Context: an optimization exercise on an open-source flow, tuned for small area. The choices shown serve that exercise and are no tape-out recipe. The RTL of this run was laid out without a check of its function.

$ cat flow/config.mk
export PLATFORM = sky130hd
export DESIGN_NAME = cordic_pipe_rtl
export DESIGN_NICKNAME = cordic_pipe_rtl
export VERILOG_FILES = /design/flow/design.v
export SDC_FILE = /design/flow/constraint.sdc
export NUM_CORES = 4
export LEC_CHECK = 0
export ABC_AREA = 1
export CAP_MARGIN = 20
export CORE_MARGIN = 2
export CORE_UTILIZATION = 60
export SLEW_MARGIN = 20
$ cat flow/flow/run.sh
#!/bin/bash
# Layout flow: the standard ORFS flow (standard.sh) with
#  - synthesis without the generic ABC pass that yosys's synth runs before full-adder
#    extraction (registers are unchanged; only the combinational mapping differs),
#  - a smaller clock tree: no dummy loads, clkbuf_8 leaf buffers, clusters of at most 16 sinks,
#  - buf_1 cells as the port buffers.
# Each tool's output goes to standard.log in this folder.
set -o pipefail
export SYNTH_ARGS="-noabc"
export CTS_ARGS="-sink_clustering_enable -repair_clock_nets -dont_use_dummy_load -buf_list sky130_fd_sc_hd__clkbuf_8 -sink_clustering_size 20 -sink_clustering_max_diameter 60"
export BUFFER_PORTS_ARGS="-buffer_cell sky130_fd_sc_hd__buf_1"
bash standard.sh > standard.log 2>&1
$ cat flow/design.v
module mul621_fast (input [11:0] x, output [11:0] y);
wire signed [11:0] xx = x;
wire signed [21:0] xs = xx;
wire signed [21:0] a = (xs <<< 3) + xs;
wire signed [21:0] p = (a <<< 6) + (a <<< 2) + a;
assign y = p[21:10];
endmodule
module add_sh_hyb6 #(parameter J = 1) (input [11:0] a, input [11:0] b, input neg, output [11:0] y);
localparam N = 12 - J;
wire [11:0] x = (b >> J) ^ {12{neg}};    
wire [N:0] c;
assign c[0] = neg;
genvar i;
generate for (i = 0; i < N; i = i + 1) begin : g
  assign y[i] = a[i] ^ x[i] ^ c[i];
  assign c[i+1] = (a[i] & x[i]) | (c[i] & (a[i] | x[i]));
end endgenerate
wire k = b[11] ^ neg;      
wire chg = k ^ c[N];       
wire [J:0] run;
assign run[0] = chg;
generate for (i = 0; i < J; i = i + 1) begin : h
  assign y[N+i] = a[N+i] ^ run[i];
  assign run[i+1] = run[i] & (a[N+i] ^ ~c[N]);
end endgenerate
endmodule
module add_sh_lo #(parameter J = 1) (input [11:0] a, input [11:0] b, input neg, output [11:0] y, output co);
localparam N = 12 - J;
wire [11:0] x = (b >> J) ^ {12{neg}};    
wire [N:0] c;
assign c[0] = neg;
genvar i;
generate for (i = 0; i < N; i = i + 1) begin : g
  assign y[i] = a[i] ^ x[i] ^ c[i];
  assign c[i+1] = (a[i] & x[i]) | (c[i] & (a[i] | x[i]));
end endgenerate
assign y[11:N] = a[11:N];
assign co = c[N];
endmodule
module add_sh_hi #(parameter J = 1) (input [11:0] a, input b11, input neg, input ci, output [11:0] y);
localparam N = 12 - J;
wire k = b11 ^ neg;        
wire chg = k ^ ci;         
wire [J:0] run;
assign run[0] = chg;
assign y[N-1:0] = a[N-1:0];
genvar i;
generate for (i = 0; i < J; i = i + 1) begin : h
  assign y[N+i] = a[N+i] ^ run[i];
  assign run[i+1] = run[i] & (a[N+i] ^ ~ci);
end endgenerate
endmodule
module cordic_pipe_rtl( clock, reset, ce, angle_in, sin_out, cos_out, valid_out );
input clock, reset, ce;
input [11:0] angle_in;
output [11:0] sin_out, cos_out;
output valid_out;
reg [3:0] vcnt;
always @(posedge clock) if (reset) vcnt <= 4'd0; else if (ce && vcnt != 4'd15) vcnt <= vcnt + 4'd1;
assign valid_out = (vcnt == 4'd15);
reg signed [11:0] r0;
always @(posedge clock) if (ce) r0 <= angle_in;
wire d0 = r0 > 12'sd0;
wire d1 = d0 ? (r0 > 12'sd804) : (r0 > -12'sd804);
reg d2;
always @* case ({d0,d1})
  2'b11: d2 = r0 > 12'sd1279; 2'b10: d2 = r0 > 12'sd329; 2'b01: d2 = r0 > -12'sd329; default: d2 = r0 > -12'sd1279;
endcase
wire signed [12:0] nang3;
wire [7:0] nang3_b0 = 8'h00;
assign nang3[0] = nang3_b0[{d0,d1,d2}];
wire [7:0] nang3_b1 = 8'h99;
assign nang3[1] = nang3_b1[{d0,d1,d2}];
wire [7:0] nang3_b2 = 8'hee;
assign nang3[2] = nang3_b2[{d0,d1,d2}];
wire [7:0] nang3_b3 = 8'h69;
assign nang3[3] = nang3_b3[{d0,d1,d2}];
wire [7:0] nang3_b4 = 8'h71;
assign nang3[4] = nang3_b4[{d0,d1,d2}];
wire [7:0] nang3_b5 = 8'h71;
assign nang3[5] = nang3_b5[{d0,d1,d2}];
wire [7:0] nang3_b6 = 8'h4d;
assign nang3[6] = nang3_b6[{d0,d1,d2}];
wire [7:0] nang3_b7 = 8'h71;
assign nang3[7] = nang3_b7[{d0,d1,d2}];
wire [7:0] nang3_b8 = 8'h71;
assign nang3[8] = nang3_b8[{d0,d1,d2}];
wire [7:0] nang3_b9 = 8'hd4;
assign nang3[9] = nang3_b9[{d0,d1,d2}];
wire [7:0] nang3_b10 = 8'h33;
assign nang3[10] = nang3_b10[{d0,d1,d2}];
wire [7:0] nang3_b11 = 8'hf0;
assign nang3[11] = nang3_b11[{d0,d1,d2}];
wire [7:0] nang3_b12 = 8'hf0;
assign nang3[12] = nang3_b12[{d0,d1,d2}];
wire signed [12:0] z3 = r0 + nang3;
wire [8:0] z3c = (z3[12:8] == 5'b00000 || z3[12:8] == 5'b11111) ? z3[8:0] : {z3[12], {8{~z3[12]}}};
reg [11:0] r1;
always @(posedge clock) if (ce) r1 <= {d0, d1, d2, z3c};
wire signed [8:0] q3 = r1[8:0];
wire d3 = q3 > 9'sd0;
wire signed [9:0] y4 = d3 ? q3 : q3 + 10'sd254;    
wire [6:0] v = y4[9] ? 7'd0 : y4[8] ? 7'd127 : y4[7:1];
reg [10:0] r2;
always @(posedge clock) if (ce) r2 <= {r1[11:9], d3, v};
reg [10:0] r3;
always @(posedge clock) if (ce) r3 <= r2;
reg [10:0] r4;
always @(posedge clock) if (ce) r4 <= r3;
reg [10:0] r5;
always @(posedge clock) if (ce) r5 <= r4;
reg [10:0] r6;
always @(posedge clock) if (ce) r6 <= r5;
reg [10:0] r7;
always @(posedge clock) if (ce) r7 <= r6;
reg [10:0] r8;
always @(posedge clock) if (ce) r8 <= r7;
reg [10:0] r9;
always @(posedge clock) if (ce) r9 <= r8;
reg [10:0] r10;
always @(posedge clock) if (ce) r10 <= r9;
wire [11:0] sl1, cl2;   
wire [127:0] sl1_b0 = 128'hc003c3f3cccf03ffffc0f333cfc3c003;
assign sl1[0] = sl1_b0[r10[10:4]];
wire [127:0] sl1_b1 = 128'h26fd42cb22d0abf0f015f8771c817f67;
assign sl1[1] = sl1_b1[r10[10:4]];
wire [127:0] sl1_b2 = 128'h3f8b63b16c403eaaaaa9f94152052e9b;
assign sl1[2] = sl1_b2[r10[10:4]];
wire [127:0] sl1_b3 = 128'h60d88982ba3f33333331072a9e56e4f9;
assign sl1[3] = sl1_b3[r10[10:4]];
wire [127:0] sl1_b4 = 128'h1f12a783ccaa6969696baa4c1e32b707;
assign sl1[4] = sl1_b4[r10[10:4]];
wire [127:0] sl1_b5 = 128'h001ccad6a59918e718e766dab4a4c7ff;
assign sl1[5] = sl1_b5[r10[10:4]];
wire [127:0] sl1_b6 = 128'h001f0ce436d252b552b5b493d8c707ff;
assign sl1[6] = sl1_b6[r10[10:4]];
wire [127:0] sl1_b7 = 128'hffe00f07c71c63396339c71c1f07f800;
assign sl1[7] = sl1_b7[r10[10:4]];
wire [127:0] sl1_b8 = 128'h00000ff807e07c3e83c1f81fe007ffff;
assign sl1[8] = sl1_b8[r10[10:4]];
wire [127:0] sl1_b9 = 128'hfffff00007ff803f03fe001ffff80000;
assign sl1[9] = sl1_b9[r10[10:4]];
wire [127:0] sl1_b10 = 128'hfffffffff800003f03ffffe000000000;
assign sl1[10] = sl1_b10[r10[10:4]];
wire [127:0] sl1_b11 = 128'h000000000000003f03ffffffffffffff;
assign sl1[11] = sl1_b11[r10[10:4]];
wire [127:0] cl2_b0 = 128'hffc0f333cfc3c003c003c3f3cccf03ff;
assign cl2[0] = cl2_b0[r10[10:4]];
wire [127:0] cl2_b1 = 128'h0fd50b44d342bf64bf64db52bb493269;
assign cl2[1] = cl2_b1[r10[10:4]];
wire [127:0] cl2_b2 = 128'h557c02368dc6d1fc2e0372297dc1a62b;
assign cl2[2] = cl2_b2[r10[10:4]];
wire [127:0] cl2_b3 = 128'hccccfc5d41911b0660509902ab3e3bb2;
assign cl2[3] = cl2_b3[r10[10:4]];
wire [127:0] cl2_b4 = 128'h96965533c1e548f81f9ab703cdaa6969;
assign cl2[4] = cl2_b4[r10[10:4]];
wire [127:0] cl2_b5 = 128'he71899a56b533800001cda56a49918e7;
assign cl2[5] = cl2_b5[r10[10:4]];
wire [127:0] cl2_b6 = 128'had4a4b6c2730f800001f1c6436d252b5;
assign cl2[6] = cl2_b6[r10[10:4]];
wire [127:0] cl2_b7 = 128'h9cc638e3e0f007ffffe01f87c71c6339;
assign cl2[7] = cl2_b7[r10[10:4]];
wire [127:0] cl2_b8 = 128'h7c3e07e01ff0000000001ff807e07c3e;
assign cl2[8] = cl2_b8[r10[10:4]];
wire [127:0] cl2_b9 = 128'hfc01ffe0000fffffffffe00007ff803f;
assign cl2[9] = cl2_b9[r10[10:4]];
wire [127:0] cl2_b10 = 128'hfc00001ffffffffffffffffff800003f;
assign cl2[10] = cl2_b10[r10[10:4]];
wire [127:0] cl2_b11 = 128'hfc00000000000000000000000000003f;
assign cl2[11] = cl2_b11[r10[10:4]];
wire [11:0] s3, c4;   
add_sh_hyb6 #(7) u_s3 (.a(sl1), .b(cl2), .neg(~r10[3]), .y(s3));
add_sh_hyb6 #(7) u_c4 (.a(cl2), .b(sl1), .neg(r10[3]), .y(c4));
reg [11:0] rs11, rc11;
reg [2:0] rd11;
always @(posedge clock) if (ce) begin rs11 <= s3; rc11 <= c4; rd11 <= r10[2:0]; end
wire [11:0] s5, c6;   
add_sh_hyb6 #(8) u_s5 (.a(rs11), .b(rc11), .neg(~rd11[2]), .y(s5));
add_sh_hyb6 #(8) u_c6 (.a(rc11), .b(rs11), .neg(rd11[2]), .y(c6));
wire [11:0] s7, c8;   
wire s7_co, c8_co;
add_sh_lo #(9) u_s7 (.a(s5), .b(c6), .neg(~rd11[1]), .y(s7), .co(s7_co));
add_sh_lo #(9) u_c8 (.a(c6), .b(s5), .neg(rd11[1]), .y(c8), .co(c8_co));
reg [11:0] rs12, rc12;
reg [1:0] rx12;   
always @(posedge clock) if (ce) rx12 <= {s7_co, c8_co};
reg [1:0] rd12;
always @(posedge clock) if (ce) begin rs12 <= s7; rc12 <= c8; rd12 <= rd11[1:0]; end
wire [11:0] s9, c10;   
add_sh_hi #(9) u_s9 (.a(rs12), .b11(rc12[11]), .neg(~rd12[1]), .ci(rx12[1]), .y(s9));
add_sh_hi #(9) u_c10 (.a(rc12), .b11(rs12[11]), .neg(rd12[1]), .ci(rx12[0]), .y(c10));
wire [11:0] s11, c12;   
add_sh_hyb6 #(10) u_s11 (.a(s9), .b(c10), .neg(~rd12[0]), .y(s11));
add_sh_hyb6 #(10) u_c12 (.a(c10), .b(s9), .neg(rd12[0]), .y(c12));
reg [11:0] rs13, rc13;
always @(posedge clock) if (ce) begin rs13 <= s11; rc13 <= c12; end
wire [11:0] ms13, mc14;
mul621_fast u_ms13 (.x(rs13), .y(ms13));
mul621_fast u_mc14 (.x(rc13), .y(mc14));
reg [11:0] rs14, rc14;
always @(posedge clock) if (ce) begin rs14 <= ms13; rc14 <= mc14; end
assign sin_out = rs14;
assign cos_out = rc14;
endmodule
$ cat flow/standard.sh
#!/bin/bash
# synth_recipe.tcl (not shown) runs the flow's synth.tcl, then flattens the netlist and writes it again
# the make line also repeats each setting of config.mk as NAME=value (left out here)
make -C /OpenROAD-flow-scripts/flow DESIGN_CONFIG=/design/flow/config.mk WORK_HOME=/design/flow/orfs CLKGATE_MAP_FILE= SYNTH_SCRIPT=/design/flow/synth_recipe.tcl "${@:-finish}"
$ cat flow/constraint.sdc
create_clock -name core_clock -period 5.0 [get_ports {clock}]
set_input_delay 1.0000 -clock core_clock [delete_from_list [all_inputs] [get_ports {clock}]]
set_output_delay 1.0000 -clock core_clock [all_outputs]
set_load 0.01 [all_outputs]
==> impl_metrics.toml <==
[outcome]
status = "complete, no violations"

[clock_tree]
ctsHoldBuffers = 0
htree_num_levels = 1
clk_latency_ns = 0.55
cts_tree = "yes"
cts.clk_slew.worst_paths_ns = 0.10
cts_made_buffers = 23
ctsRootBufferMaster = "clkbuf_8"
numClockSinks = 230
clockBufferDepth = 3

[sta]
final-setup-viol-count = 0
fin_crit_ns = 4.828
relSlewSlack = 0.3437
layout_setup_ws_ns = 0.1717
fmax_ghz = 0.2071
finClkSkew_ns = 0.06666
maxSlewViolCount = 0
fin_crit_sh = 0.9657
finalHoldViolCount = 0
tightest_slew_ns = 0.9720

[floorplan]
io_pins = 40
die_area_um2 = 27480
die_x_um = 165.8
rows = 59
initial_utilization = 0.6061
core_region_area_um2 = 25910
die_y_um = 165.8

[placement]
io_buffers = 39
post-place-ws_ns = -0.06132
gp_congestion = 1.017
dpl.hpwl_um = 29700

[grt]
grt_pass1_wl_um = 62050
grt_max_degree = 92
grt_pass1_vias = 12200
overflow = 0
antenna_found_initial = 0
grtUsageTotal = 0.2781

[synthesis]
syn_inst = 1646
synth_area_um2 = 15700
synth_edf_count = 226
synth.net_count = 1798
syn_area_per_cell_um2 = 9.541
synth_seq_cells = 230
async_flop_share = 0
yosysSeqAreaShare = 0.4373
synth_cell_types = 65
yosysWarnings = 1
synthFlopType = "edfxtp_1"

[layout]
diodes = 0
synthToLayoutAreaGrowth_pct = 12.59
drive_above_1_share = 0.1504
utilization = 0.6824
layout.nets = 1963

[detailed_routing]
wire_per_inst_um = 18.13
wl_met3_um = 2210
drt_iter0_markers = 1032
firstDrtPassIters = 5
wl_um = 38880
vias = 12460
vias_per_cell = 5.809
drcViolationCount = 0
wl_met1_um = 16210
highest_layer = "met4"
drtAntennaViolNets = 0
wl_met2_um = 19030

[worst_setup_path]
crit_type = "flop to flop"
critPathArrivalTime_ns = 5.11
crit_fanout = 6
worstPathRequired_ns = 5.29
crit_path_end_kind = "flop"
start_kind = "flop"

[job]
maxCapViolCount = 0

[worst_hold_path]
hold_class = "flop to flop"
[routing by layer]
| layer | vias up | track usage |
|---|---|---|
| li1 | 5972 | - |
| met1 | 5924 | 0.3686 |
| met2 | 442 | 0.4777 |
| met3 | 117 | 0.03289 |
| met4 | 0 | 0.09565 |
| met5 | - | 0 |
[layout by cell type (no fill, tap or decap), drive strengths merged, types with 53 or more instances in the layout]
master	n
nor2	136
ha	84
nand2	344
xor2	110
a21oi	94
o21ai	95
edfxtp	226
buf	175
fa	53
inv	167
nand3	108
[flip-flops by register name, indices dropped and copies added, names as in the netlist, 3 cells and up]
name	cells
r8	11
rc13	12
rd11	3
vcnt	4
r3	11
rs12	12
r4	11
r1	12
r9	11
rs14	12
r10	11
rs11	12
r7	11
r5	11
rc11	12
rc14	12
r2	11
rs13	12
r6	11
r0	12
rc12	12
[final timing paths]
kind | endpoint | depth (start not counted) | slack, ns | startpoint
setup reg to reg | rc12[2]$_DFFE_PP_ | 16 | 0.17 | rd11[2]$_DFFE_PP_
hold reg to reg | r3[4]$_DFFE_PP_ | 0 | 0.39 | r2[4]$_SDFFCE_PP0P_
setup / recovery | rc12[2]$_DFFE_PP_ | 16 | 0.17 | rd11[2]$_DFFE_PP_
hold / removal | r3[4]$_DFFE_PP_ | 0 | 0.39 | r2[4]$_SDFFCE_PP0P_
[through the flow]
| step | std cells | setup TNS [ns] | hold WS (ns) | area, um^2 |
|---|---|---|---|---|
| final | 2144 | 0 | 0.3884 | 17680 |
| after global placement | 2100 | 0 | 0.4008 | 17010 |
| after global routing | 2144 | -1.627 | 0.3908 | 17680 |
| after floorplan | 1646 | 0 | 0.4003 | 15730 |
| after detailed placement | 2100 | -0.1038 | 0.4045 | 17010 |
| after CTS | 2124 | -0.01184 | 0.3901 | 17340 |
[synthesized netlist by cell type, types with 4 or more instances]
cell / instances / area share
nand2_1: 334 / 0.080
edfxtp_1: 226 / 0.43
inv_1: 159 / 0.038
nor2_1: 118 / 0.028
xor2_1: 108 / 0.060
nand3_1: 107 / 0.034
a21oi_1: 92 / 0.029
ha_1: 84 / 0.067
o21ai_0: 82 / 0.026
fa_1: 53 / 0.068
xnor2_1: 40 / 0.022
a31oi_1: 18 / 0.0072
nor2_2: 15 / 0.0060
o211ai_1: 15 / 0.0072
nand4_1: 14 / 0.0056
clkbuf_1: 13 / 0.0031
nor3_1: 12 / 0.0038
o21ai_1: 9 / 0.0029
or2_2: 9 / 0.0036
a21o_1: 8 / 0.0038
a221oi_1: 8 / 0.0045
inv_2: 8 / 0.0019
buf_2: 7 / 0.0022
nand2_2: 7 / 0.0028
o221ai_1: 7 / 0.0039
buf_1: 6 / 0.0014
buf_4: 6 / 0.0029
o22ai_1: 6 / 0.0024
nor4_1: 5 / 0.0020
o2111ai_1: 5 / 0.0028
o31ai_1: 5 / 0.0024
dfxtp_1: 4 / 0.0051
nand3b_1: 4 / 0.0019
o21ai_2: 4 / 0.0022
[cells by family (layout without fill, tap and decap cells)]
kind of cell / Yosys count / in the layout / share of synthesized area
flops: 230 / 230 / 0.4373
simple gates: 638 / 638 / 0.1771
buf+inv: 204 / 367 / 0.05282
mux: 1 / 1 / 0.0007170
fa+ha+maj: 137 / 137 / 0.1345
xor+xnor: 152 / 152 / 0.08812
compound gates: 284 / 284 / 0.1095
[critical path, stage by stage, from the launching register on]
cell and delay, ns:
edfxtp_1 0.51, xor2_2 0.21, fa_1 0.20, inv_1 0.06
fa_2 0.37, fa_2 0.38, fa_2 0.46, xor2_1 0.19
nand2_1 0.13, a21oi_2 0.15, nand2_1 0.11, nor3_2 0.17
xor2_1 0.24, xor2_1 0.15, fa_2 0.43, fa_2 0.37
fa_1 0.44
[layout make-up]
| cell class | instances | area (um^2) |
|---|---|---|
| Fill cell | 1962 | 8230 |
| Clock buffer | 23 | 316.6 |
| Inverter | 168 | 633.1 |
| Multi-Input combinational cell | 1212 | 8225 |
| Tap cell | 335 | 419.2 |
| Sequential cell | 230 | 6867 |
| Timing Repair Buffer | 176 | 1220 |
[repair_timing]
| action | 4_1_cts | 5_1_grt |
|---|---|---|
| setup buffers | 1 | 20 |
| endpoints found under the setup margin | 3 | 30 |
| pin swaps | 0 | 18 |
| resized for setup | 2 | 48 |

-- what the ideal ports hide --
No port has a modelled driver above. Below, the same layout with a new extraction and two added sets of constraints.
Step 1 (the two cells are an assumption about what drives the block):
set clk [get_ports {clock}]
set_driving_cell -lib_cell sky130_fd_sc_hd__clkbuf_16 $clk
set_driving_cell -lib_cell sky130_fd_sc_hd__buf_2 [delete_from_list [all_inputs] $clk]
Step 2 adds t to the input delays and takes it off the output delays; t is the mean of the earliest and latest rising clock arrival at the registers after step 1. Input paths then give back, and output paths get back, about the clock's delay inside the block.
Slacks: ideal ports / drivers / drivers and shift; pairs: ideal ports / drivers.
t, ns: 0.574
slack for setup (ns): 0.172 / 0.172 / 0.172
hold WS [ns]: 0.388 / 0.388 / 0.388
clock arrival spread, ns: 0.072 / 0.073
worst data-port slew with drivers (ns): 0.03
After both steps this run still meets setup and hold. For this run, drivers alone change the setup slack by 0.000 ns; drivers and shift together by 0.000 ns.
